This design comes from an exercise in tuning for small area and a short achievable clock period on the open sky130 flow, not from production work.
The RTL of this run was laid out without a check of its function.
Power is estimated from default activity; no workload was simulated.

**design.v**
```verilog
module RGB_to_Gray(input CLK, input [7:0] R, input [7:0] G, input [7:0] B, input In_Valid, output reg [7:0] Gray, output reg Out_Valid);
    reg [7:0] r, g, b; reg v0;
    always @(posedge CLK) begin r <= R; g <= G; b <= B; v0 <= In_Valid; end
    wire w8 = ({r[7], r[6], r[5], r[4], r[3], r[2], r[1], r[0]} >= 8'd2);
    wire w9 = ({r[7], r[6], r[5], r[4], r[3], r[2], r[1], r[0]} >= 8'd4);
    wire w10 = ({r[7], r[6], r[5], r[4], r[3], r[2], r[1], r[0]} >= 8'd7);
    wire w11 = ({r[7], r[6], r[5], r[4], r[3], r[2], r[1], r[0]} >= 8'd14);
    wire w12 = ({r[7], r[6], r[5], r[4], r[3], r[2], r[1], r[0]} >= 8'd27);
    wire w13 = ({r[7], r[6], r[5], r[4], r[3], r[2], r[1], r[0]} >= 8'd54);
    wire w14 = ({r[7], r[6], r[5], r[4], r[3], r[2], r[1], r[0]} >= 8'd108);
    wire w15 = ({r[7], r[6], r[5], r[4], r[3], r[2], r[1], r[0]} >= 8'd215);
    wire w24 = ({g[7], g[6], g[5], g[4], g[3], g[2], g[1], g[0]} >= 8'd2);
    wire w25 = ({g[7], g[6], g[5], g[4], g[3], g[2], g[1], g[0]} >= 8'd4);
    wire w26 = ({g[7], g[6], g[5], g[4], g[3], g[2], g[1], g[0]} >= 8'd7);
    wire w27 = ({g[7], g[6], g[5], g[4], g[3], g[2], g[1], g[0]} >= 8'd14);
    wire w28 = ({g[7], g[6], g[5], g[4], g[3], g[2], g[1], g[0]} >= 8'd28);
    wire w29 = ({g[7], g[6], g[5], g[4], g[3], g[2], g[1], g[0]} >= 8'd55);
    wire w30 = ({g[7], g[6], g[5], g[4], g[3], g[2], g[1], g[0]} >= 8'd110);
    wire w31 = ({g[7], g[6], g[5], g[4], g[3], g[2], g[1], g[0]} >= 8'd219);
    wire w41 = ({b[7], b[6], b[5], b[4], b[3], b[2], b[1], b[0]} >= 8'd3);
    wire w42 = ({b[7], b[6], b[5], b[4], b[3], b[2], b[1], b[0]} >= 8'd5);
    wire w43 = ({b[7], b[6], b[5], b[4], b[3], b[2], b[1], b[0]} >= 8'd9);
    wire w44 = ({b[7], b[6], b[5], b[4], b[3], b[2], b[1], b[0]} >= 8'd18);
    wire w45 = ({b[7], b[6], b[5], b[4], b[3], b[2], b[1], b[0]} >= 8'd36);
    wire w46 = ({b[7], b[6], b[5], b[4], b[3], b[2], b[1], b[0]} >= 8'd71);
    wire w47 = ({b[7], b[6], b[5], b[4], b[3], b[2], b[1], b[0]} >= 8'd141);
    wire w48_0, w48_1; ha u48 (r[2], r[1], w48_0, w48_1);
    wire w49_0, w49_1; fa u49 (r[3], r[2], r[1], w49_0, w49_1);
    wire w50_0, w50_1; fa u50 (r[4], r[3], r[2], w50_0, w50_1);
    wire w51_0, w51_1; fa u51 (r[5], r[4], r[3], w51_0, w51_1);
    wire w52_0, w52_1; fa u52 (r[6], r[5], r[4], w52_0, w52_1);
    wire w53_0, w53_1; fa u53 (r[7], r[6], r[5], w53_0, w53_1);
    wire w54_0, w54_1; ha u54 (r[1], r[0], w54_0, w54_1);
    wire w55_0, w55_1; fa u55 (r[0], w48_0, w11, w55_0, w55_1);
    wire w56_0, w56_1; fa u56 (w48_1, w12, w49_0, w56_0, w56_1);
    wire w57_0, w57_1; fa u57 (w49_1, w13, w50_0, w57_0, w57_1);
    wire w58_0, w58_1; fa u58 (w50_1, w14, w51_0, w58_0, w58_1);
    wire w59_0, w59_1; fa u59 (w51_1, w15, w52_0, w59_0, w59_1);
    wire w60_0, w60_1; fa u60 (r[0], w52_1, w53_0, w60_0, w60_1);
    wire w61_0, w61_1; ha u61 (r[0], w9, w61_0, w61_1);
    wire w62_0, w62_1; ha u62 (w54_0, w10, w62_0, w62_1);
    wire w63_0, w63_1; ha u63 (w54_1, w55_0, w63_0, w63_1);
    wire w64_0, w64_1; ha u64 (w55_1, w56_0, w64_0, w64_1);
    wire w65_0, w65_1; ha u65 (w56_1, w57_0, w65_0, w65_1);
    wire w66_0, w66_1; ha u66 (w57_1, w58_0, w66_0, w66_1);
    wire w67_0, w67_1; ha u67 (w58_1, w59_0, w67_0, w67_1);
    wire w68_0, w68_1; ha u68 (w59_1, w60_0, w68_0, w68_1);
    wire w69 = w62_1 | (w62_0 & w61_1);
    wire w70 = w63_1 | (w63_0 & w69);
    wire w71 = w64_1 | (w64_0 & w70);
    wire w72 = w65_1 | (w65_0 & w71);
    wire w73 = w66_1 | (w66_0 & w72);
    wire w74 = w67_1 | (w67_0 & w73);
    wire w75 = w68_1 | (w68_0 & w74);
    wire w76; xr u76 (w62_0, w61_1, w76);
    wire w77; xr u77 (w63_0, w69, w77);
    wire w78; xr u78 (w64_0, w70, w78);
    wire w79; xr u79 (w65_0, w71, w79);
    wire w80; xr u80 (w66_0, w72, w80);
    wire w81; xr u81 (w67_0, w73, w81);
    wire w82; xr u82 (w68_0, w74, w82);
    wire w83_0, w83_1; ha u83 (g[4], g[0], w83_0, w83_1);
    wire w84_0, w84_1; fa u84 (g[5], g[1], w31, w84_0, w84_1);
    wire w85_0, w85_1; fa u85 (g[6], g[2], g[0], w85_0, w85_1);
    wire w86_0, w86_1; ha u86 (g[0], w26, w86_0, w86_1);
    wire w87_0, w87_1; ha u87 (g[1], w27, w87_0, w87_1);
    wire w88_0, w88_1; ha u88 (g[2], w28, w88_0, w88_1);
    wire w89_0, w89_1; ha u89 (g[3], w29, w89_0, w89_1);
    wire w90_0, w90_1; ha u90 (w83_0, w30, w90_0, w90_1);
    wire w91_0, w91_1; ha u91 (w83_1, w84_0, w91_0, w91_1);
    wire w92_0, w92_1; ha u92 (w84_1, w85_0, w92_0, w92_1);
    wire w93 = w87_1 | (w87_0 & w86_1);
    wire w94 = w88_1 | (w88_0 & w93);
    wire w95 = w89_1 | (w89_0 & w94);
    wire w96 = w90_1 | (w90_0 & w95);
    wire w97 = w91_1 | (w91_0 & w96);
    wire w98 = w92_1 | (w92_0 & w97);
    wire w99; xr u99 (w87_0, w86_1, w99);
    wire w100; xr u100 (w88_0, w93, w100);
    wire w101; xr u101 (w89_0, w94, w101);
    wire w102; xr u102 (w90_0, w95, w102);
    wire w103; xr u103 (w91_0, w96, w103);
    wire w104; xr u104 (w92_0, w97, w104);
    wire w105 = ~w8;
    wire w106 = w61_0 & w105;
    wire w107 = ~w24;
    wire w108 = w25 & w107;
    wire w109 = ~w9;
    wire w110 = w76 & w109;
    wire w111 = ~w25;
    wire w112 = w86_0 & w111;
    wire w113 = ~w10;
    wire w114 = w77 & w113;
    wire w115 = ~w26;
    wire w116 = w99 & w115;
    wire w117 = ~w11;
    wire w118 = w78 & w117;
    wire w119 = ~w27;
    wire w120 = w100 & w119;
    wire w121 = ~w12;
    wire w122 = w79 & w121;
    wire w123 = ~w28;
    wire w124 = w101 & w123;
    wire w125 = ~w13;
    wire w126 = w80 & w125;
    wire w127 = ~w29;
    wire w128 = w102 & w127;
    wire w129 = ~w14;
    wire w130 = w81 & w129;
    wire w131 = ~w30;
    wire w132 = w103 & w131;
    wire w133 = ~w15;
    wire w134 = w82 & w133;
    wire w135 = ~w31;
    wire w136 = w104 & w135;
    wire w137_0, w137_1; ha u137 (r[7], r[6], w137_0, w137_1);
    wire w138_0, w138_1; fa u138 (r[7], r[2], r[0], w138_0, w138_1);
    wire w139_0, w139_1; fa u139 (g[7], g[3], g[1], w139_0, w139_1);
    wire w140_0, w140_1; fa u140 (r[3], r[1], r[0], w140_0, w140_1);
    wire w141_0, w141_1; fa u141 (r[4], r[2], r[1], w141_0, w141_1);
    wire w142_0, w142_1; fa u142 (r[5], r[3], r[2], w142_0, w142_1);
    wire w143_0, w143_1; ha u143 (r[0], g[6], w143_0, w143_1);
    wire w144_0, w144_1; fa u144 (r[6], r[4], r[3], w144_0, w144_1);
    wire w145_0, w145_1; fa u145 (r[1], g[7], g[5], w145_0, w145_1);
    wire w146_0, w146_1; fa u146 (r[7], r[5], r[4], w146_0, w146_1);
    wire w147_0, w147_1; ha u147 (r[2], g[6], w147_0, w147_1);
    wire w148_0, w148_1; fa u148 (r[6], r[5], r[3], w148_0, w148_1);
    wire w149_0, w149_1; ha u149 (g[7], g[6], w149_0, w149_1);
    wire w150_0, w150_1; fa u150 (r[7], r[6], r[4], w150_0, w150_1);
    wire w151_0, w151_1; ha u151 (r[0], g[7], w151_0, w151_1);
    wire w152_0, w152_1; ha u152 (r[7], r[5], w152_0, w152_1);
    wire w153_0, w153_1; ha u153 (r[5], r[2], w153_0, w153_1);
    wire w154_0, w154_1; fa u154 (r[6], r[3], r[2], w154_0, w154_1);
    wire w155_0, w155_1; fa u155 (r[7], r[4], r[3], w155_0, w155_1);
    wire w156_0, w156_1; fa u156 (r[5], r[4], r[1], w156_0, w156_1);
    wire w157_0, w157_1; fa u157 (r[6], r[5], r[2], w157_0, w157_1);
    wire w158_0, w158_1; ha u158 (r[7], r[6], w158_0, w158_1);
    wire w159_0, w159_1; fa u159 (r[1], w137_0, w53_1, w159_0, w159_1);
    wire w160_0, w160_1; fa u160 (g[0], w137_1, w85_1, w160_0, w160_1);
    wire w161_0, w161_1; ha u161 (w138_0, w139_0, w161_0, w161_1);
    wire w162_0, w162_1; fa u162 (g[4], g[2], g[1], w162_0, w162_1);
    wire w163_0, w163_1; fa u163 (w138_1, w139_1, w140_0, w163_0, w163_1);
    wire w164_0, w164_1; fa u164 (g[5], g[3], g[2], w164_0, w164_1);
    wire w165_0, w165_1; fa u165 (g[0], w140_1, w141_0, w165_0, w165_1);
    wire w166_0, w166_1; fa u166 (g[4], g[3], g[1], w166_0, w166_1);
    wire w167_0, w167_1; fa u167 (w143_0, w141_1, w142_0, w167_0, w167_1);
    wire w168_0, w168_1; fa u168 (g[4], g[2], w143_1, w168_0, w168_1);
    wire w169_0, w169_1; fa u169 (w142_1, w144_0, w145_0, w169_0, w169_1);
    wire w170_0, w170_1; fa u170 (g[5], g[3], w147_0, w170_0, w170_1);
    wire w171_0, w171_1; fa u171 (w144_1, w145_1, w146_0, w171_0, w171_1);
    wire w172_0, w172_1; fa u172 (g[4], g[0], w147_1, w172_0, w172_1);
    wire w173_0, w173_1; fa u173 (w149_0, w146_1, w148_0, w173_0, w173_1);
    wire w174_0, w174_1; fa u174 (g[5], g[1], w149_1, w174_0, w174_1);
    wire w175_0, w175_1; fa u175 (w151_0, w148_1, w150_0, w175_0, w175_1);
    wire w176_0, w176_1; fa u176 (r[1], g[6], g[2], w176_0, w176_1);
    wire w177_0, w177_1; fa u177 (w151_1, w152_0, w150_1, w177_0, w177_1);
    wire w178_0, w178_1; fa u178 (r[6], r[2], g[7], w178_0, w178_1);
    wire w179_0, w179_1; fa u179 (g[3], g[0], w152_1, w179_0, w179_1);
    wire w180_0, w180_1; fa u180 (r[7], r[3], r[0], w180_0, w180_1);
    wire w181_0, w181_1; fa u181 (g[4], g[1], g[0], w181_0, w181_1);
    wire w182_0, w182_1; fa u182 (r[4], r[1], r[0], w182_0, w182_1);
    wire w183_0, w183_1; fa u183 (g[5], g[2], g[1], w183_0, w183_1);
    wire w184_0, w184_1; fa u184 (r[1], g[6], g[3], w184_0, w184_1);
    wire w185_0, w185_1; fa u185 (g[2], g[0], w153_0, w185_0, w185_1);
    wire w186_0, w186_1; fa u186 (g[7], g[4], g[3], w186_0, w186_1);
    wire w187_0, w187_1; fa u187 (g[1], w153_1, w154_0, w187_0, w187_1);
    wire w188_0, w188_1; fa u188 (r[0], g[5], g[4], w188_0, w188_1);
    wire w189_0, w189_1; fa u189 (g[2], w154_1, w155_0, w189_0, w189_1);
    wire w190_0, w190_1; fa u190 (g[6], g[5], g[3], w190_0, w190_1);
    wire w191_0, w191_1; fa u191 (g[0], w155_1, w156_0, w191_0, w191_1);
    wire w192_0, w192_1; fa u192 (g[7], g[6], g[4], w192_0, w192_1);
    wire w193_0, w193_1; fa u193 (g[1], w156_1, w157_0, w193_0, w193_1);
    wire w194_0, w194_1; fa u194 (r[3], g[7], g[5], w194_0, w194_1);
    wire w195_0, w195_1; fa u195 (g[2], w158_0, w157_1, w195_0, w195_1);
    wire w196_0, w196_1; fa u196 (r[7], r[4], g[6], w196_0, w196_1);
    wire w197_0, w197_1; ha u197 (g[3], w158_1, w197_0, w197_1);
    wire w198_0, w198_1; ha u198 (r[5], g[7], w198_0, w198_1);
    wire w199_0, w199_1; ha u199 (w159_0, w60_1, w199_0, w199_1);
    wire w200_0, w200_1; fa u200 (w159_1, w161_0, w160_0, w200_0, w200_1);
    wire w201_0, w201_1; fa u201 (w162_0, w161_1, w160_1, w201_0, w201_1);
    wire w202_0, w202_1; fa u202 (w162_1, w164_0, w163_1, w202_0, w202_1);
    wire w203_0, w203_1; fa u203 (w164_1, w166_0, w165_1, w203_0, w203_1);
    wire w204_0, w204_1; fa u204 (w166_1, w168_0, w167_1, w204_0, w204_1);
    wire w205_0, w205_1; fa u205 (w168_1, w170_0, w169_1, w205_0, w205_1);
    wire w206_0, w206_1; fa u206 (w170_1, w172_0, w171_1, w206_0, w206_1);
    wire w207_0, w207_1; fa u207 (w172_1, w174_0, w173_1, w207_0, w207_1);
    wire w208_0, w208_1; fa u208 (w176_0, w174_1, w175_1, w208_0, w208_1);
    wire w209_0, w209_1; fa u209 (w176_1, w178_0, w179_0, w209_0, w209_1);
    wire w210_0, w210_1; fa u210 (w178_1, w180_0, w181_0, w210_0, w210_1);
    wire w211_0, w211_1; fa u211 (w180_1, w181_1, w182_0, w211_0, w211_1);
    wire w212_0, w212_1; fa u212 (w182_1, w183_1, w184_0, w212_0, w212_1);
    wire w213_0, w213_1; fa u213 (w184_1, w186_0, w185_1, w213_0, w213_1);
    wire w214_0, w214_1; fa u214 (w186_1, w188_0, w187_1, w214_0, w214_1);
    wire w215_0, w215_1; fa u215 (w188_1, w190_0, w189_1, w215_0, w215_1);
    wire w216_0, w216_1; fa u216 (w190_1, w192_0, w191_1, w216_0, w216_1);
    wire w217_0, w217_1; fa u217 (w192_1, w194_0, w193_1, w217_0, w217_1);
    wire w218_0, w218_1; fa u218 (w194_1, w196_0, w197_0, w218_0, w218_1);
    wire w219_0, w219_1; fa u219 (g[4], w198_0, w196_1, w219_0, w219_1);
    wire w220_0, w220_1; ha u220 (r[6], g[5], w220_0, w220_1);
    wire w221_0, w221_1; ha u221 (w199_0, w136, w221_0, w221_1);
    wire w222_0, w222_1; fa u222 (w199_1, w200_0, w98, w222_0, w222_1);
    wire w223_0, w223_1; fa u223 (w163_0, w200_1, w201_0, w223_0, w223_1);
    wire w224_0, w224_1; fa u224 (w165_0, w201_1, w202_0, w224_0, w224_1);
    wire w225_0, w225_1; fa u225 (w167_0, w202_1, w203_0, w225_0, w225_1);
    wire w226_0, w226_1; fa u226 (w169_0, w203_1, w204_0, w226_0, w226_1);
    wire w227_0, w227_1; fa u227 (w171_0, w204_1, w205_0, w227_0, w227_1);
    wire w228_0, w228_1; fa u228 (w173_0, w205_1, w206_0, w228_0, w228_1);
    wire w229_0, w229_1; fa u229 (w175_0, w206_1, w207_0, w229_0, w229_1);
    wire w230_0, w230_1; fa u230 (w177_0, w207_1, w208_0, w230_0, w230_1);
    wire w231_0, w231_1; fa u231 (w177_1, w209_0, w208_1, w231_0, w231_1);
    wire w232_0, w232_1; fa u232 (w179_1, w210_0, w209_1, w232_0, w232_1);
    wire w233_0, w233_1; fa u233 (w183_0, w210_1, w211_0, w233_0, w233_1);
    wire w234_0, w234_1; fa u234 (w185_0, w211_1, w212_0, w234_0, w234_1);
    wire w235_0, w235_1; fa u235 (w212_1, w187_0, w213_0, w235_0, w235_1);
    wire w236_0, w236_1; fa u236 (w189_0, w213_1, w214_0, w236_0, w236_1);
    wire w237_0, w237_1; fa u237 (w191_0, w214_1, w215_0, w237_0, w237_1);
    wire w238_0, w238_1; fa u238 (w193_0, w215_1, w216_0, w238_0, w238_1);
    wire w239_0, w239_1; fa u239 (w195_0, w216_1, w217_0, w239_0, w239_1);
    wire w240_0, w240_1; fa u240 (w195_1, w218_0, w217_1, w240_0, w240_1);
    wire w241_0, w241_1; fa u241 (w197_1, w219_0, w218_1, w241_0, w241_1);
    wire w242_0, w242_1; fa u242 (w198_1, w220_0, w219_1, w242_0, w242_1);
    wire w243_0, w243_1; fa u243 (r[7], g[6], w220_1, w243_0, w243_1);
    wire w245 = w231_1 & w232_0;
    wire w246 = w232_1 | w233_0;
    wire w247 = w232_1 & w233_0;
    wire w248 = w233_1 | w234_0;
    wire w249 = w233_1 & w234_0;
    wire w250 = w234_1 | w235_0;
    wire w251 = w234_1 & w235_0;
    wire w252 = w235_1 | w236_0;
    wire w253 = w235_1 & w236_0;
    wire w254 = w236_1 | w237_0;
    wire w255 = w236_1 & w237_0;
    wire w256 = w237_1 | w238_0;
    wire w257 = w237_1 & w238_0;
    wire w258 = w238_1 | w239_0;
    wire w259 = w238_1 & w239_0;
    wire w260 = p239_1_1 | p240_0_1;
    wire w261 = p239_1_1 & p240_0_1;
    wire w262 = p240_1_1 | p241_0_1;
    wire w263 = p240_1_1 & p241_0_1;
    wire w264 = p241_1_1 | p242_0_1;
    wire w265 = p241_1_1 & p242_0_1;
    wire w266 = p242_1_1 | p243_0_1;
    wire w267 = p242_1_1 & p243_0_1;
    wire w268 = p243_1_1 | p23_0_1;
    wire w269 = p243_1_1 & p23_0_1;
    wire w270 = w247 | (w246 & w245);
    wire w272 = w251 | (w250 & w249);
    wire w273 = w250 & w248;
    wire w274 = w255 | (w254 & w253);
    wire w275 = w254 & w252;
    wire w276 = w259 | (w258 & w257);
    wire w277 = w258 & w256;
    wire w278 = w263 | (w262 & w261);
    wire w279 = w262 & w260;
    wire w280 = w267 | (w266 & w265);
    wire w281 = w266 & w264;
    wire w284 = w272 | (w273 & w270);
    wire w286 = w257 | (w256 & w274);
    wire w287 = w256 & w275;
    wire w288 = w276 | (w277 & w274);
    wire w289 = w277 & w275;
    wire w290 = w265 | (w264 & w278);
    wire w291 = w264 & w279;
    wire w292 = w280 | (w281 & w278);
    wire w293 = w281 & w279;
    wire w294 = w253 | (w252 & w284);
    wire w296 = w274 | (w275 & w284);
    wire w298 = w286 | (w287 & w284);
    wire w300 = w288 | (w289 & w284);
    wire w302 = w269 | (w268 & w292);
    wire w303 = w268 & w293;
    wire w304 = w261 | (w260 & p300_0_1);
    wire w306 = w278 | (w279 & p300_0_1);
    wire w308 = w290 | (w291 & p300_0_1);
    wire w310 = w292 | (w293 & p300_0_1);
    wire w312 = w302 | (w303 & p300_0_1);
    wire w314 = |{w236_1, w237_1, w238_1, w239_1, w240_1, w241_1, w242_1, w243_1, w237_0, w238_0, w239_0, w240_0, w241_0, w242_0, w243_0, g[7], w294};
    wire w315 = |{w237_1, w238_1, w239_1, w240_1, w241_1, w242_1, w243_1, w238_0, w239_0, w240_0, w241_0, w242_0, w243_0, g[7], w296};
    wire w316 = |{w238_1, w239_1, w240_1, w241_1, w242_1, w243_1, w239_0, w240_0, w241_0, w242_0, w243_0, g[7], w298};
    wire w317 = |{p239_1_1, p240_1_1, p241_1_1, p242_1_1, p243_1_1, p240_0_1, p241_0_1, p242_0_1, p243_0_1, p23_0_1, p300_0_1};
    wire w318 = |{p240_1_1, p241_1_1, p242_1_1, p243_1_1, p241_0_1, p242_0_1, p243_0_1, p23_0_1, w304};
    wire w319 = |{p241_1_1, p242_1_1, p243_1_1, p242_0_1, p243_0_1, p23_0_1, w306};
    wire w320 = |{p242_1_1, p243_1_1, p243_0_1, p23_0_1, w308};
    wire w321 = |{p243_1_1, p23_0_1, w310};
    wire w322 = |{w312};
    wire w323 = ~b[0];
    wire w324 = ~b[1];
    wire w325 = ~b[2];
    wire w326 = ~b[3];
    wire w327 = ~b[4];
    wire w328 = ~b[5];
    wire w329 = ~b[6];
    wire w330 = ~b[7];
    wire w331_0, w331_1; fa u331 (b[6], b[4], b[2], w331_0, w331_1);
    wire w332_0, w332_1; ha u332 (b[7], b[5], w332_0, w332_1);
    wire w333_0, w333_1; ha u333 (b[6], b[4], w333_0, w333_1);
    wire w334_0, w334_1; ha u334 (b[7], b[5], w334_0, w334_1);
    wire w335_0, w335_1; ha u335 (b[4], b[2], w335_0, w335_1);
    wire w336_0, w336_1; fa u336 (b[5], b[3], b[1], w336_0, w336_1);
    wire w337_0, w337_1; fa u337 (w323, w47, w331_0, w337_0, w337_1);
    wire w338_0, w338_1; fa u338 (b[3], w324, w332_0, w338_0, w338_1);
    wire w339_0, w339_1; fa u339 (b[0], w325, w332_1, w339_0, w339_1);
    wire w340_0, w340_1; fa u340 (b[1], w326, w333_1, w340_0, w340_1);
    wire w341_0, w341_1; fa u341 (b[6], b[2], w327, w341_0, w341_1);
    wire w342_0, w342_1; ha u342 (b[2], b[0], w342_0, w342_1);
    wire w343_0, w343_1; fa u343 (b[3], b[1], w44, w343_0, w343_1);
    wire w344_0, w344_1; fa u344 (b[0], w335_0, w45, w344_0, w344_1);
    wire w345_0, w345_1; fa u345 (w335_1, w46, w336_0, w345_0, w345_1);
    wire w346; xn u346 (w336_1, w337_0, w346);
    wire w347 = w336_1 | w337_0;
    wire w348_0, w348_1; fa u348 (w331_1, w338_0, w337_1, w348_0, w348_1);
    wire w349_0, w349_1; fa u349 (w333_0, w338_1, w339_0, w349_0, w349_1);
    wire w350_0, w350_1; fa u350 (w334_0, w339_1, w340_0, w350_0, w350_1);
    wire w351_0, w351_1; fa u351 (w334_1, w341_0, w340_1, w351_0, w351_1);
    wire w352_0, w352_1; ha u352 (b[0], w41, w352_0, w352_1);
    wire w353_0, w353_1; ha u353 (b[1], w42, w353_0, w353_1);
    wire w354_0, w354_1; ha u354 (w342_0, w43, w354_0, w354_1);
    wire w355_0, w355_1; ha u355 (w342_1, w343_0, w355_0, w355_1);
    wire w356_0, w356_1; ha u356 (w343_1, w344_0, w356_0, w356_1);
    wire w357_0, w357_1; ha u357 (w344_1, w345_0, w357_0, w357_1);
    wire w358_0, w358_1; ha u358 (w345_1, w346, w358_0, w358_1);
    wire w359_0, w359_1; ha u359 (w347, w348_0, w359_0, w359_1);
    wire w360_0, w360_1; ha u360 (w348_1, w349_0, w360_0, w360_1);
    wire w361_0, w361_1; ha u361 (w349_1, w350_0, w361_0, w361_1);
    wire w362_0, w362_1; ha u362 (w350_1, w351_0, w362_0, w362_1);
    wire w363 = w353_1 | (w353_0 & w352_1);
    wire w364 = w354_1 | (w354_0 & w363);
    wire w365 = w355_1 | (w355_0 & w364);
    wire w366 = w356_1 | (w356_0 & w365);
    wire w367 = w357_1 | (w357_0 & w366);
    wire w368 = w358_1 | (w358_0 & w367);
    wire w369 = w359_1 | (w359_0 & w368);
    wire w370 = w360_1 | (w360_0 & w369);
    wire w371 = w361_1 | (w361_0 & w370);
    wire w372 = w362_1 | (w362_0 & w371);
    wire w374; xr u374 (w354_0, w363, w374);
    wire w375; xr u375 (w355_0, w364, w375);
    wire w376; xr u376 (w356_0, w365, w376);
    wire w377; xr u377 (w357_0, w366, w377);
    wire w378; xr u378 (w358_0, w367, w378);
    wire w379; xr u379 (w359_0, w368, w379);
    wire w380; xr u380 (w360_0, w369, w380);
    wire w381; xr u381 (w361_0, w370, w381);
    wire w382; xr u382 (w362_0, w371, w382);
    wire w383 = ~w42;
    wire w384 = w374 & w383;
    wire w385 = p384_0_1 & p314_0_1;
    wire w386 = ~w385;
    wire w387 = ~w43;
    wire w388 = w375 & w387;
    wire w389 = w388 & w315;
    wire w390 = ~w389;
    wire w391 = ~w44;
    wire w392 = w376 & w391;
    wire w393 = p392_0_1 & p316_0_1;
    wire w394 = ~w393;
    wire w395 = ~w45;
    wire w396 = w377 & w395;
    wire w397 = p396_0_1 & w317;
    wire w398 = ~w397;
    wire w399 = ~w46;
    wire w400 = w378 & w399;
    wire w401 = p400_0_1 & w318;
    wire w402 = ~w401;
    wire w403 = ~w47;
    wire w404 = w379 & w403;
    wire w405 = p404_0_1 & w319;
    wire w406 = ~w405;
    wire w407 = p380_0_1 & w320;
    wire w408 = ~w407;
    wire w409 = p381_0_1 & w321;
    wire w410 = ~w409;
    wire w411 = p382_0_1 & w322;
    wire w412 = ~w411;
    wire w413_0, w413_1; fa u413 (b[7], b[3], w328, w413_0, w413_1);
    wire w414_0, w414_1; ha u414 (w323, w341_1, w414_0, w414_1);
    wire w415_0, w415_1; ha u415 (b[4], w329, w415_0, w415_1);
    wire w416_0, w416_1; ha u416 (b[7], b[5], w416_0, w416_1);
    wire w417_0, w417_1; ha u417 (b[6], b[1], w417_0, w417_1);
    wire w418_0, w418_1; ha u418 (b[7], b[2], w418_0, w418_1);
    wire w419_0, w419_1; fa u419 (w413_0, w414_0, w351_1, w419_0, w419_1);
    wire w420_0, w420_1; fa u420 (w324, w415_0, w413_1, w420_0, w420_1);
    wire w421_0, w421_1; ha u421 (w414_1, w223_0, w421_0, w421_1);
    wire w422_0, w422_1; fa u422 (b[5], w330, w325, w422_0, w422_1);
    wire w423_0, w423_1; fa u423 (w415_1, w223_1, w224_0, w423_0, w423_1);
    wire w424_0, w424_1; fa u424 (b[6], w326, w224_1, w424_0, w424_1);
    wire w425 = ~w225_0;
    wire w426_0, w426_1; fa u426 (b[7], w327, w323, w426_0, w426_1);
    wire w427_0, w427_1; ha u427 (w225_1, w226_0, w427_0, w427_1);
    wire w428_0, w428_1; fa u428 (w328, w324, w226_1, w428_0, w428_1);
    wire w429_0, w429_1; fa u429 (b[0], w329, w325, w429_0, w429_1);
    wire w430_0, w430_1; fa u430 (b[1], w330, w326, w430_0, w430_1);
    wire w431_0, w431_1; fa u431 (b[2], b[0], w327, w431_0, w431_1);
    wire w432_0, w432_1; ha u432 (w229_1, w230_0, w432_0, w432_1);
    wire w433_0, w433_1; fa u433 (b[3], b[1], w328, w433_0, w433_1);
    wire w434; xn u434 (w230_1, w231_0, w434);
    wire w435 = w230_1 | w231_0;
    wire w436_0, w436_1; fa u436 (b[4], b[2], w329, w436_0, w436_1);
    wire w437_0, w437_1; fa u437 (w323, w232_0, w231_1, w437_0, w437_1);
    wire w438_0, w438_1; fa u438 (b[5], b[3], w330, w438_0, w438_1);
    wire w439_0, w439_1; fa u439 (w324, w233_0, w232_1, w439_0, w439_1);
    wire w440_0, w440_1; fa u440 (b[6], b[4], w325, w440_0, w440_1);
    wire w441; xn u441 (w233_1, w234_0, w441);
    wire w442 = w233_1 | w234_0;
    wire w443_0, w443_1; fa u443 (b[0], w326, w416_0, w443_0, w443_1);
    wire w444; xn u444 (w234_1, w235_0, w444);
    wire w445 = w234_1 | w235_0;
    wire w446_0, w446_1; fa u446 (w327, w416_1, w417_0, w446_0, w446_1);
    wire w447; xn u447 (w235_1, w236_0, w447);
    wire w448 = w235_1 | w236_0;
    wire w449_0, w449_1; fa u449 (w328, w417_1, w418_0, w449_0, w449_1);
    wire w450; xn u450 (w236_1, w237_0, w450);
    wire w451 = w236_1 | w237_0;
    wire w452_0, w452_1; fa u452 (b[3], w329, w418_1, w452_0, w452_1);
    wire w453; xn u453 (w237_1, w238_0, w453);
    wire w454 = w237_1 | w238_0;
    wire w455_0, w455_1; fa u455 (b[4], w330, w238_1, w455_0, w455_1);
    wire w456 = ~w239_0;
    wire w457_0, w457_1; ha u457 (b[5], w239_1, w457_0, w457_1);
    wire w458_0, w458_1; ha u458 (p38_0_1, p241_0_1, w458_0, w458_1);
    wire w459_0, w459_1; ha u459 (p39_0_1, p242_0_1, w459_0, w459_1);
    wire w460_0, w460_1; ha u460 (p106_0_1, p384_0_1, w460_0, w460_1);
    wire w461_0, w461_1; fa u461 (w108, w110, w388, w461_0, w461_1);
    wire w462_0, w462_1; fa u462 (w112, w114, w392, w462_0, w462_1);
    wire w463_0, w463_1; fa u463 (w116, w118, w396, w463_0, w463_1);
    wire w464_0, w464_1; fa u464 (w120, w122, w400, w464_0, w464_1);
    wire w465_0, w465_1; fa u465 (p124_0_1, p126_0_1, p404_0_1, w465_0, w465_1);
    wire w466_0, w466_1; fa u466 (w128, w130, w380, w466_0, w466_1);
    wire w467_0, w467_1; fa u467 (w132, w134, w381, w467_0, w467_1);
    wire w468_0, w468_1; fa u468 (w221_0, w75, w382, w468_0, w468_1);
    wire w469_0, w469_1; fa u469 (w419_0, w221_1, w222_0, w469_0, w469_1);
    wire w470_0, w470_1; fa u470 (w420_0, w419_1, w421_0, w470_0, w470_1);
    wire w471_0, w471_1; fa u471 (w422_0, w420_1, w421_1, w471_0, w471_1);
    wire w472_0, w472_1; fa u472 (w422_1, w425, w423_1, w472_0, w472_1);
    wire w473_0, w473_1; fa u473 (w426_0, w225_0, w424_1, w473_0, w473_1);
    wire w474_0, w474_1; fa u474 (w426_1, w227_0, w427_1, w474_0, w474_1);
    wire w475_0, w475_1; fa u475 (w429_0, w227_1, w228_0, w475_0, w475_1);
    wire w476_0, w476_1; fa u476 (w429_1, w430_0, w228_1, w476_0, w476_1);
    wire w477_0, w477_1; fa u477 (w430_1, w431_0, w432_0, w477_0, w477_1);
    wire w478_0, w478_1; fa u478 (w431_1, w433_0, w434, w478_0, w478_1);
    wire w479_0, w479_1; fa u479 (w433_1, w436_0, w435, w479_0, w479_1);
    wire w480_0, w480_1; fa u480 (w436_1, w438_0, w439_0, w480_0, w480_1);
    wire w481_0, w481_1; fa u481 (w438_1, w440_0, w441, w481_0, w481_1);
    wire w482_0, w482_1; fa u482 (w440_1, w443_0, w442, w482_0, w482_1);
    wire w483_0, w483_1; fa u483 (w443_1, w446_0, w445, w483_0, w483_1);
    wire w484_0, w484_1; fa u484 (w446_1, w449_0, w448, w484_0, w484_1);
    wire w485_0, w485_1; fa u485 (w449_1, w452_0, w451, w485_0, w485_1);
    wire w486_0, w486_1; fa u486 (w452_1, w456, w454, w486_0, w486_1);
    wire w487_0, w487_1; fa u487 (w240_0, w239_0, w457_0, w487_0, w487_1);
    wire w488_0, w488_1; fa u488 (p240_1_1, w458_0, p457_1_1, w488_0, w488_1);
    wire w489_0, w489_1; fa u489 (p241_1_1, w459_0, w458_1, w489_0, w489_1);
    wire w490_0, w490_1; fa u490 (p243_0_1, p242_1_1, w459_1, w490_0, w490_1);
    wire w491_0, w491_1; ha u491 (p23_0_1, p243_1_1, w491_0, w491_1);
    wire w492_0, w492_1; ha u492 (w460_0, w386, w492_0, w492_1);
    wire w493_0, w493_1; fa u493 (w460_1, p461_0_1, p390_0_1, w493_0, w493_1);
    wire w494_0, w494_1; fa u494 (p461_1_1, p462_0_1, w394, w494_0, w494_1);
    wire w495_0, w495_1; fa u495 (p462_1_1, p463_0_1, w398, w495_0, w495_1);
    wire w496_0, w496_1; fa u496 (p463_1_1, p464_0_1, w402, w496_0, w496_1);
    wire w497_0, w497_1; fa u497 (p464_1_1, w465_0, w406, w497_0, w497_1);
    wire w498_0, w498_1; fa u498 (w465_1, p466_0_1, w408, w498_0, w498_1);
    wire w499_0, w499_1; fa u499 (p466_1_1, p467_0_1, w410, w499_0, w499_1);
    wire w500_0, w500_1; fa u500 (p467_1_1, p468_0_1, w412, w500_0, w500_1);
    wire w501_0, w501_1; fa u501 (p372_0_1, p469_0_1, p468_1_1, w501_0, w501_1);
    wire w502_0, w502_1; fa u502 (p222_1_1, p470_0_1, p469_1_1, w502_0, w502_1);
    wire w503_0, w503_1; fa u503 (w423_0, w470_1, w471_0, w503_0, w503_1);
    wire w504_0, w504_1; fa u504 (w424_0, w471_1, w472_0, w504_0, w504_1);
    wire w505_0, w505_1; fa u505 (w427_0, w472_1, w473_0, w505_0, w505_1);
    wire w506_0, w506_1; fa u506 (w428_0, w473_1, w474_0, w506_0, w506_1);
    wire w507_0, w507_1; fa u507 (w428_1, w475_0, w474_1, w507_0, w507_1);
    wire w508_0, w508_1; fa u508 (w229_0, w475_1, w476_0, w508_0, w508_1);
    wire w509; xn u509 (w476_1, w477_0, w509);
    wire w510 = w476_1 | w477_0;
    wire w511_0, w511_1; fa u511 (w432_1, w478_0, w477_1, w511_0, w511_1);
    wire w512_0, w512_1; fa u512 (w437_0, w478_1, w479_0, w512_0, w512_1);
    wire w513_0, w513_1; fa u513 (w437_1, w479_1, w480_0, w513_0, w513_1);
    wire w514_0, w514_1; fa u514 (w439_1, w481_0, w480_1, w514_0, w514_1);
    wire w515_0, w515_1; fa u515 (w444, w481_1, w482_0, w515_0, w515_1);
    wire w516_0, w516_1; fa u516 (w482_1, w447, w483_0, w516_0, w516_1);
    wire w517_0, w517_1; fa u517 (w450, w483_1, w484_0, w517_0, w517_1);
    wire w518_0, w518_1; fa u518 (w453, w484_1, w485_0, w518_0, w518_1);
    wire w519_0, w519_1; fa u519 (w455_0, w485_1, w486_0, w519_0, w519_1);
    wire w520_0, w520_1; fa u520 (w455_1, w486_1, w487_0, w520_0, w520_1);
    wire w521; xn u521 (p487_1_1, w488_0, w521);
    wire w522 = p487_1_1 | w488_0;
    wire w523; xn u523 (w489_0, w488_1, w523);
    wire w524 = w489_0 | w488_1;
    wire w525; xn u525 (w490_0, w489_1, w525);
    wire w526 = w490_0 | w489_1;
    wire w527; xn u527 (w491_0, w490_1, w527);
    wire w528 = w491_0 | w490_1;
    wire w529 = ~w491_1;
    wire w530 = w492_1 | w493_0;
    wire w531 = w492_1 & w493_0;
    wire w532 = w493_1 | w494_0;
    wire w533 = w493_1 & w494_0;
    wire w534 = w494_1 | w495_0;
    wire w535 = w494_1 & w495_0;
    wire w536 = w495_1 | w496_0;
    wire w537 = w495_1 & w496_0;
    wire w538 = w496_1 | w497_0;
    wire w539 = w496_1 & w497_0;
    wire w540 = w497_1 | w498_0;
    wire w541 = w497_1 & w498_0;
    wire w542 = w498_1 | w499_0;
    wire w543 = w498_1 & w499_0;
    wire w544 = w499_1 | w500_0;
    wire w545 = w499_1 & w500_0;
    wire w546 = w500_1 | w501_0;
    wire w547 = w500_1 & w501_0;
    wire w548 = w501_1 | w502_0;
    wire w549 = w501_1 & w502_0;
    wire w550 = w502_1 | p503_0_1;
    wire w551 = w502_1 & p503_0_1;
    wire w552 = p503_1_1 | p504_0_1;
    wire w553 = p503_1_1 & p504_0_1;
    wire w554 = p504_1_1 | p505_0_1;
    wire w555 = p504_1_1 & p505_0_1;
    wire w556 = p505_1_1 | p506_0_1;
    wire w557 = p505_1_1 & p506_0_1;
    wire w558 = p506_1_1 | p507_0_1;
    wire w559 = p506_1_1 & p507_0_1;
    wire w560 = w507_1 | w508_0;
    wire w561 = w507_1 & w508_0;
    wire w562 = w508_1 | w509;
    wire w563 = w508_1 & w509;
    wire w564 = w510 | w511_0;
    wire w565 = w510 & w511_0;
    wire w566 = p511_1_1 | p512_0_1;
    wire w567 = p511_1_1 & p512_0_1;
    wire w568 = w512_1 | w513_0;
    wire w569 = w512_1 & w513_0;
    wire w570 = w513_1 | w514_0;
    wire w571 = w513_1 & w514_0;
    wire w572 = w514_1 | w515_0;
    wire w573 = w514_1 & w515_0;
    wire w574 = w515_1 | w516_0;
    wire w575 = w515_1 & w516_0;
    wire w576 = w516_1 | w517_0;
    wire w577 = w516_1 & w517_0;
    wire w578_0, w578_1; ha u578 (w517_1, w518_0, w578_0, w578_1);
    wire w579_0, w579_1; ha u579 (p518_1_1, p519_0_1, w579_0, w579_1);
    wire w580_0, w580_1; ha u580 (p519_1_1, p520_0_1, w580_0, w580_1);
    wire w581_0, w581_1; ha u581 (p520_1_1, w521, w581_0, w581_1);
    wire w582_0, w582_1; ha u582 (w522, w523, w582_0, w582_1);
    wire w583_0, w583_1; ha u583 (w524, w525, w583_0, w583_1);
    wire w584_0, w584_1; ha u584 (w526, w527, w584_0, w584_1);
    wire w585_0, w585_1; ha u585 (w528, w529, w585_0, w585_1);
    wire w586 = p577_0_1 | (p576_0_1 & p575_0_1);
    wire w587 = p576_0_1 & p574_0_1;
    wire w588 = w573 | (w572 & w571);
    wire w589 = w572 & w570;
    wire w590 = w586 | (w587 & p588_0_1);
    wire w591 = w587 & p589_0_1;
    wire w592 = p569_0_1 | (p568_0_1 & w567);
    wire w593 = p568_0_1 & w566;
    wire w594 = w592 | (w593 & p565_0_1);
    wire w595 = w593 & p564_0_1;
    wire w596 = w590 | (w591 & w594);
    wire w597 = w591 & w595;
    wire w598 = w563 | (w562 & w561);
    wire w599 = w562 & w560;
    wire w600 = p598_0_1 | (p599_0_1 & w559);
    wire w601 = p599_0_1 & w558;
    wire w602 = w557 | (w556 & w555);
    wire w603 = w556 & w554;
    wire w604 = w602 | (w603 & w553);
    wire w605 = w603 & w552;
    wire w606 = w600 | (w601 & w604);
    wire w607 = w601 & w605;
    wire w608 = w596 | (w597 & w606);
    wire w609 = w597 & w607;
    wire w610 = w551 | (w550 & w549);
    wire w611 = w550 & w548;
    wire w612 = w610 | (w611 & w547);
    wire w613 = w611 & w546;
    wire w614 = w545 | (w544 & w543);
    wire w615 = w544 & w542;
    wire w616 = w614 | (w615 & w541);
    wire w617 = w615 & w540;
    wire w618 = w612 | (w613 & w616);
    wire w619 = w613 & w617;
    wire w620 = w539 | (w538 & w537);
    wire w621 = w538 & w536;
    wire w622 = w620 | (w621 & w535);
    wire w623 = w621 & w534;
    wire w624 = w533 | (w532 & w531);
    wire w625 = w532 & w530;
    wire w626 = w624 | (w625 & w492_0);
    wire w627 = w622 | (w623 & w626);
    wire w629 = w618 | (w619 & w627);
    wire w631 = w608 | (w609 & w629);
    wire w633 = p578_1_1 | (p578_0_1 & w631);
    wire w634 = p579_1_1 | (p579_0_1 & p633_0_1);
    wire w636 = w581_1 | (w581_0 & w580_1);
    wire w637 = p581_0_1 & p580_0_1;
    wire w638 = p583_1_1 | (p583_0_1 & p582_1_1);
    wire w639 = p583_0_1 & p582_0_1;
    wire w642 = p580_1_1 | (p580_0_1 & w634);
    wire w644 = p636_0_1 | (w637 & w634);
    wire w646 = p584_1_1 | (p584_0_1 & w638);
    wire w647 = p584_0_1 & w639;
    wire w650 = p582_1_1 | (p582_0_1 & w644);
    wire w652 = w638 | (w639 & w644);
    wire w654 = w646 | (w647 & w644);
    wire w658; xr u658 (p578_0_1, w631, w658);
    wire w659; xr u659 (p579_0_1, p633_0_1, w659);
    wire w660; xr u660 (p580_0_1, w634, w660);
    wire w661; xr u661 (p581_0_1, w642, w661);
    wire w662; xr u662 (p582_0_1, w644, w662);
    wire w663; xr u663 (p583_0_1, w650, w663);
    wire w664; xr u664 (p584_0_1, w652, w664);
    wire w665; xr u665 (p585_0_1, w654, w665);
    reg p23_0_1;
    reg p38_0_1;
    reg p39_0_1;
    reg p239_1_1;
    reg p240_0_1;
    reg p240_1_1;
    reg p241_0_1;
    reg p241_1_1;
    reg p242_0_1;
    reg p242_1_1;
    reg p243_0_1;
    reg p243_1_1;
    reg p300_0_1;
    reg p384_0_1;
    reg p314_0_1;
    reg p392_0_1;
    reg p316_0_1;
    reg p396_0_1;
    reg p400_0_1;
    reg p404_0_1;
    reg p380_0_1;
    reg p381_0_1;
    reg p382_0_1;
    reg p106_0_1;
    reg p124_0_1;
    reg p126_0_1;
    reg p457_1_1;
    reg p461_0_1;
    reg p390_0_1;
    reg p461_1_1;
    reg p462_0_1;
    reg p462_1_1;
    reg p463_0_1;
    reg p463_1_1;
    reg p464_0_1;
    reg p464_1_1;
    reg p466_0_1;
    reg p466_1_1;
    reg p467_0_1;
    reg p467_1_1;
    reg p468_0_1;
    reg p372_0_1;
    reg p469_0_1;
    reg p468_1_1;
    reg p222_1_1;
    reg p470_0_1;
    reg p469_1_1;
    reg p487_1_1;
    reg p503_0_1;
    reg p503_1_1;
    reg p504_0_1;
    reg p504_1_1;
    reg p505_0_1;
    reg p505_1_1;
    reg p506_0_1;
    reg p506_1_1;
    reg p507_0_1;
    reg p511_1_1;
    reg p512_0_1;
    reg p518_1_1;
    reg p519_0_1;
    reg p519_1_1;
    reg p520_0_1;
    reg p520_1_1;
    reg p577_0_1;
    reg p576_0_1;
    reg p575_0_1;
    reg p574_0_1;
    reg p588_0_1;
    reg p589_0_1;
    reg p569_0_1;
    reg p568_0_1;
    reg p565_0_1;
    reg p564_0_1;
    reg p598_0_1;
    reg p599_0_1;
    reg p578_1_1;
    reg p578_0_1;
    reg p579_1_1;
    reg p579_0_1;
    reg p633_0_1;
    reg p581_0_1;
    reg p580_1_1;
    reg p580_0_1;
    reg p583_1_1;
    reg p583_0_1;
    reg p582_1_1;
    reg p582_0_1;
    reg p636_0_1;
    reg p584_1_1;
    reg p584_0_1;
    reg p585_0_1;
    reg p658_0_1;
    always @(posedge CLK) begin
        p23_0_1 <= g[7];
        p38_0_1 <= b[6];
        p39_0_1 <= b[7];
        p239_1_1 <= w239_1;
        p240_0_1 <= w240_0;
        p240_1_1 <= w240_1;
        p241_0_1 <= w241_0;
        p241_1_1 <= w241_1;
        p242_0_1 <= w242_0;
        p242_1_1 <= w242_1;
        p243_0_1 <= w243_0;
        p243_1_1 <= w243_1;
        p300_0_1 <= w300;
        p384_0_1 <= w384;
        p314_0_1 <= w314;
        p392_0_1 <= w392;
        p316_0_1 <= w316;
        p396_0_1 <= w396;
        p400_0_1 <= w400;
        p404_0_1 <= w404;
        p380_0_1 <= w380;
        p381_0_1 <= w381;
        p382_0_1 <= w382;
        p106_0_1 <= w106;
        p124_0_1 <= w124;
        p126_0_1 <= w126;
        p457_1_1 <= w457_1;
        p461_0_1 <= w461_0;
        p390_0_1 <= w390;
        p461_1_1 <= w461_1;
        p462_0_1 <= w462_0;
        p462_1_1 <= w462_1;
        p463_0_1 <= w463_0;
        p463_1_1 <= w463_1;
        p464_0_1 <= w464_0;
        p464_1_1 <= w464_1;
        p466_0_1 <= w466_0;
        p466_1_1 <= w466_1;
        p467_0_1 <= w467_0;
        p467_1_1 <= w467_1;
        p468_0_1 <= w468_0;
        p372_0_1 <= w372;
        p469_0_1 <= w469_0;
        p468_1_1 <= w468_1;
        p222_1_1 <= w222_1;
        p470_0_1 <= w470_0;
        p469_1_1 <= w469_1;
        p487_1_1 <= w487_1;
        p503_0_1 <= w503_0;
        p503_1_1 <= w503_1;
        p504_0_1 <= w504_0;
        p504_1_1 <= w504_1;
        p505_0_1 <= w505_0;
        p505_1_1 <= w505_1;
        p506_0_1 <= w506_0;
        p506_1_1 <= w506_1;
        p507_0_1 <= w507_0;
        p511_1_1 <= w511_1;
        p512_0_1 <= w512_0;
        p518_1_1 <= w518_1;
        p519_0_1 <= w519_0;
        p519_1_1 <= w519_1;
        p520_0_1 <= w520_0;
        p520_1_1 <= w520_1;
        p577_0_1 <= w577;
        p576_0_1 <= w576;
        p575_0_1 <= w575;
        p574_0_1 <= w574;
        p588_0_1 <= w588;
        p589_0_1 <= w589;
        p569_0_1 <= w569;
        p568_0_1 <= w568;
        p565_0_1 <= w565;
        p564_0_1 <= w564;
        p598_0_1 <= w598;
        p599_0_1 <= w599;
        p578_1_1 <= w578_1;
        p578_0_1 <= w578_0;
        p579_1_1 <= w579_1;
        p579_0_1 <= w579_0;
        p633_0_1 <= w633;
        p581_0_1 <= w581_0;
        p580_1_1 <= w580_1;
        p580_0_1 <= w580_0;
        p583_1_1 <= w583_1;
        p583_0_1 <= w583_0;
        p582_1_1 <= w582_1;
        p582_0_1 <= w582_0;
        p636_0_1 <= w636;
        p584_1_1 <= w584_1;
        p584_0_1 <= w584_0;
        p585_0_1 <= w585_0;
        p658_0_1 <= w658;
    end
    reg v1; always @(posedge CLK) v1 <= v0;
    reg v2; always @(posedge CLK) v2 <= v1;
    always @(posedge CLK) begin Gray <= {w665, w664, w663, w662, w661, w660, w659, p658_0_1}; Out_Valid <= v2; end
endmodule
module fa(input a, input b, input c, output s, output co);
    assign s = a ^ b ^ c;
    assign co = (a & b) | (a & c) | (b & c);
endmodule
module ha(input a, input b, output s, output co);
    assign s = a ^ b;
    assign co = a & b;
endmodule
module xr(input a, input b, output y);
    assign y = a ^ b;
endmodule
module xn(input a, input b, output y);
    assign y = ~(a ^ b);
endmodule
module ao(input g1, input p1, input g0, output y);
    assign y = g1 | (p1 & g0);
endmodule
module an2(input a, input b, output y);
    assign y = a & b;
endmodule
module or2(input a, input b, output y);
    assign y = a | b;
endmodule
```
**flow/run.sh**
```bash
#!/bin/bash
# Standard ORFS layout with the standard synthesis unchanged. Port buffers are
# sky130_fd_sc_hd__buf_2, and timing repair is asked to reach a setup slack of
# 11.95 ns at the design's own clock period and constraints.
set -euo pipefail
export SETUP_SLACK_MARGIN=11.95
export BUFFER_PORTS_ARGS="-buffer_cell sky130_fd_sc_hd__buf_2"
bash standard.sh synth > synth.log 2>&1
bash standard.sh > layout.log 2>&1
```
**standard.sh**
```bash
#!/bin/bash
# synth_recipe.tcl (not shown) runs the flow's synth.tcl, then flattens the netlist and writes it again
# the make line also repeats each setting of config.mk as NAME=value (left out here)
make -C /OpenROAD-flow-scripts/flow DESIGN_CONFIG=/design/flow/config.mk WORK_HOME=/design/flow/orfs CLKGATE_MAP_FILE= SYNTH_SCRIPT=/design/flow/synth_recipe.tcl "${@:-finish}"
```
**config.mk**
```make
export PLATFORM = sky130hd
export DESIGN_NAME = RGB_to_Gray
export DESIGN_NICKNAME = RGB_to_Gray
export VERILOG_FILES = /design/flow/design.v
export SDC_FILE = /design/flow/constraint.sdc
export NUM_CORES = 8
export LEC_CHECK = 0
export CAP_MARGIN = 20
export CORE_MARGIN = 2
export CORE_UTILIZATION = 40
export SLEW_MARGIN = 20
export SYNTH_HIERARCHICAL = 1
export SYNTH_MINIMUM_KEEP_SIZE = 0
```
**constraint.sdc**
```tcl
create_clock -name core_clock -period 16.0 [get_ports {CLK}]
set_input_delay 3.2000 -clock core_clock [delete_from_list [all_inputs] [get_ports {CLK}]]
set_output_delay 3.2000 -clock core_clock [all_outputs]
set_load 0.01 [all_outputs]
```
==> summary.txt <==
path summary, 6_finish.rpt:
check	start	to	slack (ps)	depth (start not counted)
setup / recovery	Gray[7]	Gray[7]	11950	1
hold / removal	v1	v2	320	0
setup reg to reg	r[4]	p578_0_1	12040	10
hold reg to reg	v1	v2	320	0
power breakdown:
part / internal [µW] / total [µW] / switching [µW] / leakage (µW)
Combinational: 534 / 1130 / 592 / 0.00333
Sequential: 448 / 513 / 64.7 / 0.00109
Clock: 226 / 376 / 150 / 0.000271
Total: 1210 / 2010 / 807 / 0.00468
synthesized netlist by cell type (all sizes together), types with 3 or more instances:
cell / count / area [µm²]
nor2b: 3 / 18.77
a21oi: 19 / 95.09
a221oi: 3 / 26.28
o31ai: 8 / 60.06
inv: 25 / 93.84
nor3: 4 / 20.02
o22a: 4 / 35.03
ha: 70 / 875.8
fa: 198 / 3964
dfxtp: 129 / 2582
nor2: 32 / 120.1
xor2: 30 / 262.8
a31o: 4 / 35.03
a21o: 26 / 195.2
nand2: 30 / 112.6
o211ai: 4 / 30.03
and3: 11 / 68.82
and2: 7 / 43.79
nand3: 7 / 35.03
maj3: 6 / 62.56
a31oi: 8 / 50.05
xnor2: 12 / 105.1
or2: 20 / 125.1
a2111oi: 6 / 80.08
o21ai: 18 / 90.08
nor4: 7 / 43.79
cell type report:
type / count / share of cell area (%)
multi-input combinational: 570 / 61.57
sequential: 129 / 23.61
timing repair buffer: 85 / 5.206
clock buffer: 20 / 4.176
tap: 319 / 3.571
clock inverter: 11 / 0.9404
inverter: 25 / 0.9292
Yosys stat by module, one instance, submodules excluded:
module / flops+latches / area [µm²]
ha: 0 / 12.51
xn: 0 / 8.758
xr: 0 / 8.758
RGB_to_Gray: 129 / 4290
fa: 0 / 20.02
metal layers:
| layer | vias up | global-route usage, % | share of wire, % |
|---|---|---|---|
| li1 | 2710 | - | - |
| met1 | 2970 | 24.84 | 45 |
| met2 | 112 | 30.23 | 49 |
| met3 | 29 | 3.285 | 3.5 |
| met4 | 0 | 6.392 | 2.4 |
| met5 | - | 0 | 0 |
metrics by stage:
stage          worst slack [ps]  total power (µW)  util [%]
2_1_floorplan             11960              1295         -
3_3_place_gp              11660              1594     43.19
3_5_place_dp              11580              1616     43.19
4_1_cts                   11940              2007     46.19
5_1_grt                   11890              2202     47.75
6_report                  11950              2014     47.75
registers in the layout (all words and copies together) (netlist names), 8 cells and up:
name  cells
r         8
g         8
b         8
Gray      8
cells by family after synthesis:
family,Yosys count,synth area share [%]
fa+ha+maj,274,51.61
flops,129,27.19
simple gates,128,6.679
compound gates,125,9.577
xor+xnor,42,3.873
buf+inv,26,1.027
other cells,1,0.03948
cells in the final DEF, fill, tap and decap left out, types with 6 or more instances in the layout:
cell                         count
sky130_fd_sc_hd__nand3_1         7
sky130_fd_sc_hd__buf_4          49
sky130_fd_sc_hd__or2_2          19
sky130_fd_sc_hd__o21ai_0        17
sky130_fd_sc_hd__a21oi_1        19
sky130_fd_sc_hd__dfxtp_4        12
sky130_fd_sc_hd__clkinvlp_4      6
sky130_fd_sc_hd__inv_1          22
sky130_fd_sc_hd__xor2_1         30
sky130_fd_sc_hd__nand2_1        30
sky130_fd_sc_hd__fa_2            6
sky130_fd_sc_hd__o31ai_1         8
sky130_fd_sc_hd__buf_2          32
sky130_fd_sc_hd__ha_1           69
sky130_fd_sc_hd__a21o_1         26
sky130_fd_sc_hd__and2_1          7
sky130_fd_sc_hd__dfxtp_1       108
sky130_fd_sc_hd__xnor2_1        12
sky130_fd_sc_hd__fa_1          192
sky130_fd_sc_hd__nor2_1         31
sky130_fd_sc_hd__a31oi_1         8
sky130_fd_sc_hd__and3_1         11
sky130_fd_sc_hd__clkbuf_16      17
sky130_fd_sc_hd__dfxtp_2         9
timing repair:
action	CTS	global route
buffers inserted	11	35
pin swaps	0	8
gates resized for setup	23	26
endpoints found under the setup margin	41	20
==> summary.txt <==
- The run finished with no timing, DRC or antenna violations.
- The post-route non-filler standard cell count is 1159.
- The worst pin sits at a relative slew slack of 35.60%.
- With fillers left out, the area of the finished cells amounts to 0.01118 mm².
- TritonCTS built the clock tree.
- The number of hold buffers added after CTS was 0.
- The number of inserted filler cells in the final layout is 2125.
- The average via count per standard cell is 5.022.
- Relative to the synthesized area, the layout overhead comes to 17.67%.
- Routability-driven placement finished with a final weighted congestion of 0.8318.
- The total power per unit cell area is 180.2 mW/mm².
- The final routed wirelength across all metal layers is 21180 µm.
- The first routing iteration left 325 violations.
- The slowest library cell on the worst path is sky130_fd_sc_hd__dfxtp_2.
- Entering global routing, the biggest net connects 18 pins.
- The count of TritonRoute iterations in the first routing pass is 5.
- The total number of yosys warnings is 7.
- Dividing the detail-routed wire length by the instance count gives 18.27 µm.
- The clock-pin slew of the registers on the worst-case setup and hold paths is 60 ps.
- The post-placement cell count is 1082.
- Counting every sink on the clock net gives 129.
- The tool flagged a number of max-cap violations equal to 0.
- In the final layout, flip-flops and latches occupy 0.002639 mm².
- The standard cell area after detailed placement is 0.01011 mm².
- In this run the deepest clock path goes through 2 buffers.
- The area of the mapped netlist is 0.009498 mm².
- The net count after synthesis is 1019.
- The leakage power total is 0.004682 µW.
- The post-route netlist has 21.43% of its cells at a drive strength greater than 1.
- After floorplanning, the core was divided into 56 placement rows.
- STA classifies the critical path startpoint as a flip-flop.
- Across the VDD grid, the largest voltage drop is 141.7 µV.
- The core area is 0.02340 mm².
- The transition at the pin with the smallest max-transition slack is 963.5 ps.
- The post-layout net count is 1122.
- The path class of the tightest hold or removal check is reg2reg.
- STA classifies the critical path endpoint as an output pin.
- Setup repair after global routing could not meet its margin everywhere.
- The minimum period implied by the final worst setup slack is 4047 ps.
- The number of max-slew violations in the final report came to 0.
- Together, buffers and inverters on the worst path number 1.
- The initial cell density of the core is 40.58%.
- The detailed router placed 5821 vias in this run.
- The number of global-route vias before repair is 6233.
- The clock latency of the later-clocked register in the worst-skew pair is 430 ps.
- The critical setup path kind is reg2out.
- The most used flip-flop cell after synthesis is sky130_fd_sc_hd__dfxtp_1.
- The final global-route overflow total is 0.
- The H-tree generated during clock tree synthesis spans 4 levels.
- The count of mapped cells out of synthesis is 725.
- The combined area of the multi-input logic cells is 0.006880 mm².
- The count of buffers added on input and output ports is 34.
- The first-pass GRT wire length is 34170 µm.
- The clock tree skew after final layout is 8.592 ps.
- The chip height is 158.1 µm.
- The delay of the slowest cell on the worst path is 310 ps.
- The number of antenna diodes in the final layout is 0.
- Setup total negative slack on the finished layout was measured at 0 ps.
- The async set-reset flop share out of synthesis is 0%.
- The floorplan step defined a die boundary enclosing 0.02499 mm².
- The post-route worst hold slack is 324.5 ps.
- The fraction of the cycle the final worst path needs is 25.29%.
- The mean cell area of the mapped netlist is 13.10 µm².
- After synthesis, flip-flops and latches occupy 27.19% of the total area.
- The top achievable clock speed is 0.2471 GHz.
- For the worst setup path, the data required time is 12800 ps.
- The cell family contributing the most delay on the critical path is flip-flops.
- The cell sitting at the root of the clock tree is a sky130_fd_sc_hd__clkbuf_16.
- The post-detailed-route count of antenna-violating nets is 0.
- The synthesized flop and latch total is 129.
- The signal on the critical path passes through buf_6.
- In the routed design, unresolved DRC markers number 0.
- In this run the worst path has a maximum fanout of 1.
- The chip width is 158.1 µm.
- The number of hold violations in the final report came to 0.
- Global routing consumed, over all layers together, 18.47% of the routing resources.
- The arrival time reported for the critical path endpoint is 850 ps.
- The number of unique standard cell types used by synthesis is 56.
- The detailed placer's ending HPWL is 16110 µm.
- The top-level port count is 35.
- The number of antenna violations at the first check in global routing is 0.
- The count of flip-flops with a built-in enable after synthesis is 0.
- The number of failing setup endpoints in the final timing report is 0.
- Buffers inserted during clock tree synthesis total 17.

port drivers added, routing unchanged:
The flow's constraints put no driver on any port. The routed layout listed below was extracted and timed again, unchanged, in two steps.
Step 1, drivers: a clkbuf_16 drives CLK and a buf_2 each remaining input, both assumed.
Step 2 also shifts input and output timing later by t, the mid clock arrival at the registers, as if the neighbouring blocks saw the same clock.
Three values: ideal ports, drivers, drivers and shift; two values: the first two.
t (ns): 0.462
setup slack, ns: 11.953 / 11.910 / 12.038
hold slack, ns: 0.324 / 0.324 / 0.324
latest minus earliest clock arrival (ns): 0.011 / 0.012
worst register clock-pin slew, ns: 0.06 / 0.06
After both steps setup and hold are still met in this run. For this run, drivers alone change the setup slack by -0.043 ns; drivers and shift together by +0.085 ns.
